Source: an optimization exercise on an open RTL-to-GDS flow (aim: a short achievable clock period and few clock cycles). Production flows keep margins and buffers that such runs may drop. Function was checked by simulation only, so behaviour that the tests miss may differ from the original. Power figures rest on the tool's default switching activity, not on a simulated workload.

==> branch harbor: inputs <==
==> flow/design.v <==
module processor(clk, rst, imem_addr, imem_data, dmem_addr, dmem_wdata, dmem_we,
                 dmem_rdata, stat);
input  clk, rst;
output [63:0] imem_addr;
input  [79:0] imem_data;
output [63:0] dmem_addr, dmem_wdata;
output dmem_we;
input  [63:0] dmem_rdata;
output [2:0] stat;
localparam [3:0] RNONE = 4'hF;
localparam [3:0] RSP   = 4'h4;
function cond;
  input [3:0] f;
  input z, s, o;
  begin
    case (f)
      4'h0 : cond = 1'b1;
      4'h1 : cond = (s ^ o) | z;
      4'h2 : cond = s ^ o;
      4'h3 : cond = z;
      4'h4 : cond = !z;
      4'h5 : cond = !(s ^ o);
      4'h6 : cond = !((s ^ o) | z);
      default : cond = 1'b0;
    endcase
  end
endfunction
reg [63:0] fpc;
reg [2:0]  stat_r;
reg        zf, sf, of;
reg        wait_ret;       
reg        e_v;            
reg        e_retdone;      
reg [79:0] ir;
reg [63:0] e_ra;           
reg [63:0] m_addr, m_wdata;
reg        m_we, m_ret;
reg [3:0]  m_dst;          
reg [63:0] w_data;
reg [3:0]  w_dst;
wire run = (stat_r == 3'd1);
wire [3:0]  e_icode = ir[7:4];
wire [3:0]  e_ifun  = ir[3:0];
wire [3:0]  e_rA    = ir[15:12];
wire [3:0]  e_rB    = ir[11:8];
wire [63:0] e_valC  = ir[79:16];
wire e_cnd = cond(e_ifun, zf, sf, of);
reg [3:0] srcA, srcB, dstE, dstM;
always @(*) begin
  case (e_icode)
    4'h2, 4'h4, 4'h6, 4'hA : srcA = e_rA;
    4'h9, 4'hB             : srcA = RSP;
    default                : srcA = RNONE;
  endcase
  case (e_icode)
    4'h4, 4'h5, 4'h6       : srcB = e_rB;
    4'h8, 4'h9, 4'hA, 4'hB : srcB = RSP;
    default                : srcB = RNONE;
  endcase
  case (e_icode)
    4'h2                   : dstE = e_cnd ? e_rB : RNONE;
    4'h3, 4'h6             : dstE = e_rB;
    4'h8, 4'h9, 4'hA, 4'hB : dstE = RSP;
    default                : dstE = RNONE;
  endcase
  case (e_icode)
    4'h5, 4'hB : dstM = e_rA;
    default    : dstM = RNONE;
  endcase
end
wire [63:0] rfo [0:15];
assign rfo[15] = 64'd0;
wire stall = e_v && (m_dst != RNONE) && (srcA == m_dst || srcB == m_dst);
wire e_fire = run && e_v && !stall;
wire [3:0] e_wdst = e_fire ? dstE : RNONE;
wire [63:0] valA = (srcA != RNONE && srcA == w_dst) ? w_data : rfo[srcA];
wire [63:0] valB = (srcB != RNONE && srcB == w_dst) ? w_data : rfo[srcB];
reg  [63:0] aluY;
reg         sub;
always @(*) begin
  case (e_icode)
    4'h4, 4'h5 : aluY = e_valC;
    4'h6       : aluY = valA;
    default    : aluY = 64'd8;
  endcase
  sub = (e_icode == 4'h6 && e_ifun[1:0] == 2'd1) || e_icode == 4'h8 || e_icode == 4'hA;
end
wire [63:0] aluYs = sub ? ~aluY : aluY;
wire [63:0] sum   = valB + aluYs + {63'd0, sub};
reg [63:0] valE;
always @(*) begin
  case (e_icode)
    4'h2 : valE = valA;
    4'h3 : valE = e_valC;
    4'h6 : case (e_ifun[1:0])
             2'd2    : valE = valB & valA;
             2'd3    : valE = valB ^ valA;
             default : valE = sum;
           endcase
    default : valE = sum;
  endcase
end
wire zf_n = (valE == 64'd0);
wire sf_n = valE[63];
wire of_n = !e_ifun[1] && (valB[63] == aluYs[63]) && (sum[63] != valB[63]);
wire e_setcc = e_v && e_icode == 4'h6;
wire cz = e_setcc ? zf_n : zf;
wire cs = e_setcc ? sf_n : sf;
wire co = e_setcc ? of_n : of;
wire e_mem = e_v && (e_icode == 4'h4 || e_icode == 4'h5 || e_icode == 4'h8 ||
                     e_icode == 4'h9 || e_icode == 4'hA || e_icode == 4'hB);
wire [63:0] e_maddr  = (e_icode == 4'h9 || e_icode == 4'hB) ? valA : valE;
wire [63:0] e_mwdata = (e_icode == 4'h8) ? e_ra : valA;
wire e_mwe  = (e_icode == 4'h4 || e_icode == 4'h8 || e_icode == 4'hA);
wire e_mret = (e_icode == 4'h9) && !e_retdone;
wire [63:0] rsp_cur = (e_v && dstE == RSP) ? valE :
                      (w_dst == RSP) ? w_data : rfo[RSP];
genvar gi;
generate
  for (gi = 0; gi < 15; gi = gi + 1) begin : RF
    reg [63:0] q;
    always @(posedge clk)
      if (e_wdst == gi)
        q <= valE;
      else if (w_dst == gi)
        q <= w_data;
    assign rfo[gi] = q;
  end
endgenerate
wire [3:0] f_icode = imem_data[7:4];
wire [3:0] f_ifun  = imem_data[3:0];
wire f_regids = (f_icode == 4'h2) || (f_icode == 4'h3) || (f_icode == 4'h4) ||
                (f_icode == 4'h5) || (f_icode == 4'h6) || (f_icode == 4'hA) ||
                (f_icode == 4'hB);
wire f_valc   = (f_icode == 4'h3) || (f_icode == 4'h4) || (f_icode == 4'h5) ||
                (f_icode == 4'h7) || (f_icode == 4'h8);
wire [63:0] pc1  = fpc + 64'd1;
wire [63:0] pc2  = fpc + 64'd2;
wire [63:0] pc9  = fpc + 64'd9;
wire [63:0] pc10 = fpc + 64'd10;
wire [63:0] f_seq = f_valc ? (f_regids ? pc10 : pc9) : (f_regids ? pc2 : pc1);
wire f_taken = (f_icode == 4'h8) || (f_icode == 4'h7 && cond(f_ifun, cz, cs, co));
wire [63:0] f_next = f_taken ? imem_data[71:8] : f_seq;
wire accept = run && !stall && !wait_ret;
wire early_ret = accept && (f_icode == 4'h9) && !e_mem && (m_dst != RSP);
always @(posedge clk) begin
  if (rst) begin
    fpc      <= 64'd0;
    stat_r   <= 3'd1;
    zf       <= 1'b1;
    sf       <= 1'b0;
    of       <= 1'b0;
    wait_ret <= 1'b0;
    e_v      <= 1'b0;
    m_we     <= 1'b0;
    m_ret    <= 1'b0;
    m_dst    <= RNONE;
    w_dst    <= RNONE;
  end else if (run) begin
    if (wait_ret) begin
      if (!stall)
        e_v <= 1'b0;
      if (m_ret) begin
        fpc      <= dmem_rdata;
        wait_ret <= 1'b0;
      end
    end else if (!stall) begin
      ir        <= imem_data;
      e_v       <= 1'b1;
      e_retdone <= early_ret;
      e_ra      <= pc9;
      fpc       <= f_next;
      if (f_icode == 4'h9)
        wait_ret <= 1'b1;
    end
    if (e_fire && e_icode == 4'h6) begin
      zf <= zf_n;
      sf <= sf_n;
      of <= of_n;
    end
    if (e_fire && e_icode == 4'h0)
      stat_r <= 3'd2;
    else if (e_fire && e_icode >= 4'hC)
      stat_r <= 3'd4;
    if (early_ret) begin
      m_addr <= rsp_cur;
      m_we   <= 1'b0;
      m_ret  <= 1'b1;
      m_dst  <= RNONE;
    end else if (e_fire) begin
      m_addr  <= e_maddr;
      m_wdata <= e_mwdata;
      m_we    <= e_mwe;
      m_ret   <= e_mret;
      m_dst   <= dstM;
    end else begin
      m_we  <= 1'b0;
      m_ret <= 1'b0;
      m_dst <= RNONE;
    end
    w_data <= dmem_rdata;
    w_dst  <= (m_dst == e_wdst) ? RNONE : m_dst;
  end else begin
    m_we  <= 1'b0;
    m_ret <= 1'b0;
  end
end
assign imem_addr  = fpc;
assign dmem_addr  = m_addr;
assign dmem_wdata = m_wdata;
assign dmem_we    = m_we;
assign stat       = stat_r;
endmodule
==> flow/run.sh <==
#!/bin/bash
# synth_recipe.tcl (not shown) runs the flow's synth.tcl, then flattens the netlist and writes it again
# the make line also repeats each setting of config.mk as NAME=value (left out here)
make -C /OpenROAD-flow-scripts/flow DESIGN_CONFIG=/design/flow/config.mk WORK_HOME=/design/flow/orfs CLKGATE_MAP_FILE= SYNTH_SCRIPT=/design/flow/synth_recipe.tcl finish
==> flow/config.mk <==
export PLATFORM = sky130hd
export DESIGN_NAME = processor
export DESIGN_NICKNAME = processor
export VERILOG_FILES = /design/flow/design.v
export SDC_FILE = /design/flow/constraint.sdc
export NUM_CORES = 4
export LEC_CHECK = 0
export CAP_MARGIN = 20
export CORE_MARGIN = 2
export CORE_UTILIZATION = 25
export PLACE_DENSITY = 0.5
export SLEW_MARGIN = 20
==> flow/constraint.sdc <==
create_clock -name core_clock -period 50.0 [get_ports {clk}]
set_input_delay 10.0000 -clock core_clock [delete_from_list [all_inputs] [get_ports {clk}]]
set_output_delay 10.0000 -clock core_clock [all_outputs]
set_load 0.01 [all_outputs]
==> inputs of branch quartz, as changes to branch harbor <==
==> flow/flow/run.sh (new file) <==
#!/bin/bash
cp standard.sh standard_sh_copy.log
export SETUP_SLACK_MARGIN=${MARGIN:-38}
bash standard.sh > standard_sh.log 2>&1
==> flow/standard.sh (new file) <==
#!/bin/bash
# synth_recipe.tcl (not shown) runs the flow's synth.tcl, then flattens the netlist and writes it again
# the make line also repeats each setting of config.mk as NAME=value (left out here)
make -C /OpenROAD-flow-scripts/flow DESIGN_CONFIG=/design/flow/config.mk WORK_HOME=/design/flow/orfs CLKGATE_MAP_FILE= SYNTH_SCRIPT=/design/flow/synth_recipe.tcl "${@:-finish}"
removed: flow/run.sh
==> qor summary <==
| item | branch quartz | branch harbor |
|---|---|---|
| Result of the run | no timing/DRC/antenna violations | no timing/DRC/antenna violations |
| Hold Path End | m_wdata[16] | m_wdata[26] |
| Leakage power | 0.0355 uW | 0.0354 uW |
| CLK BUF | 208 | 211 |
| Cell area reported after detailed placement | 93,700 um2 | 93,500 um2 |
| Met2 layer wire length in the routed design | 226,000 um | 220,000 um |
| Critical path startpoint | ir[4] | ir[13] |
| Worst-skew pair later-pin latency | 0.91 ns | 0.89 ns |
| Register area | 40,000 um2 | 39,900 um2 |
| Clock distribution power | 1200 uW | 1240 uW |
| Beginning of the worst hold path | e_ra[16] | e_ra[26] |
| Wire length of the first global-routing pass | 716,000 um | 713,000 um |
| Power per cell area | 40.6 nW/um2 | 41.1 nW/um2 |
| Transition at the pin with the smallest max-transition slack | 1.30 ns | 1.36 ns |
| Multi-input gates | 6,814 | 6,812 |
| Vias | 86,300 | 86,900 |
| Flop2flop setup slack | 37.87 ns | 35.95 ns |
| F_max | 82.4 MHz | 71.2 MHz |
| Final design utilization | 0.295 | 0.294 |
| Hold Worst Slack | 0.510 ns | 0.512 ns |
| Combined global-route utilization of all metal layers | 0.304 | 0.302 |
| Internal cell power | 2410 uW | 2450 uW |
| Antenna Diode Count | 50 | 22 |
| Initial antenna violation count | 44 | 46 |
| Fraction of power spent switching nets | 0.403 | 0.398 |
Testbench counts of branch harbor, summed over its fixed seeds: cycles 16,780.
Testbench counts of branch quartz, summed over its fixed seeds: cycles 16,780.

==> what the ideal ports hide <==
Ports are ideal in the flow. The routed layouts listed here were re-timed in OpenROAD. Step 1 assumes that a clkbuf_16 drives the clock port and a buf_2 every other input. Step 2 adds t to the input delays and takes it off the output delays; t is the mean of the earliest and latest rising clock arrival at the registers after step 1. Input paths then give back, and output paths get back, about the clock's delay inside the block. a / b / c = no drivers / after step 1 / after step 2; a / b = the first two.
run	t, ns	setup slack, ns	worst setup path at the end	slew at the worst register clock pin (ns)	pins driven straight from the clock port
branch harbor	0.955	35.946 / 35.946 / 35.742	input to register	0.07 / 0.07	1
branch quartz	0.958	37.866 / 37.866 / 37.251	input to register	0.08 / 0.08	1
After both steps setup and hold are still met in every run listed. The setup slack of branch quartz, which loses most, moves by 0.000 ns with the drivers and by -0.615 ns with both steps.
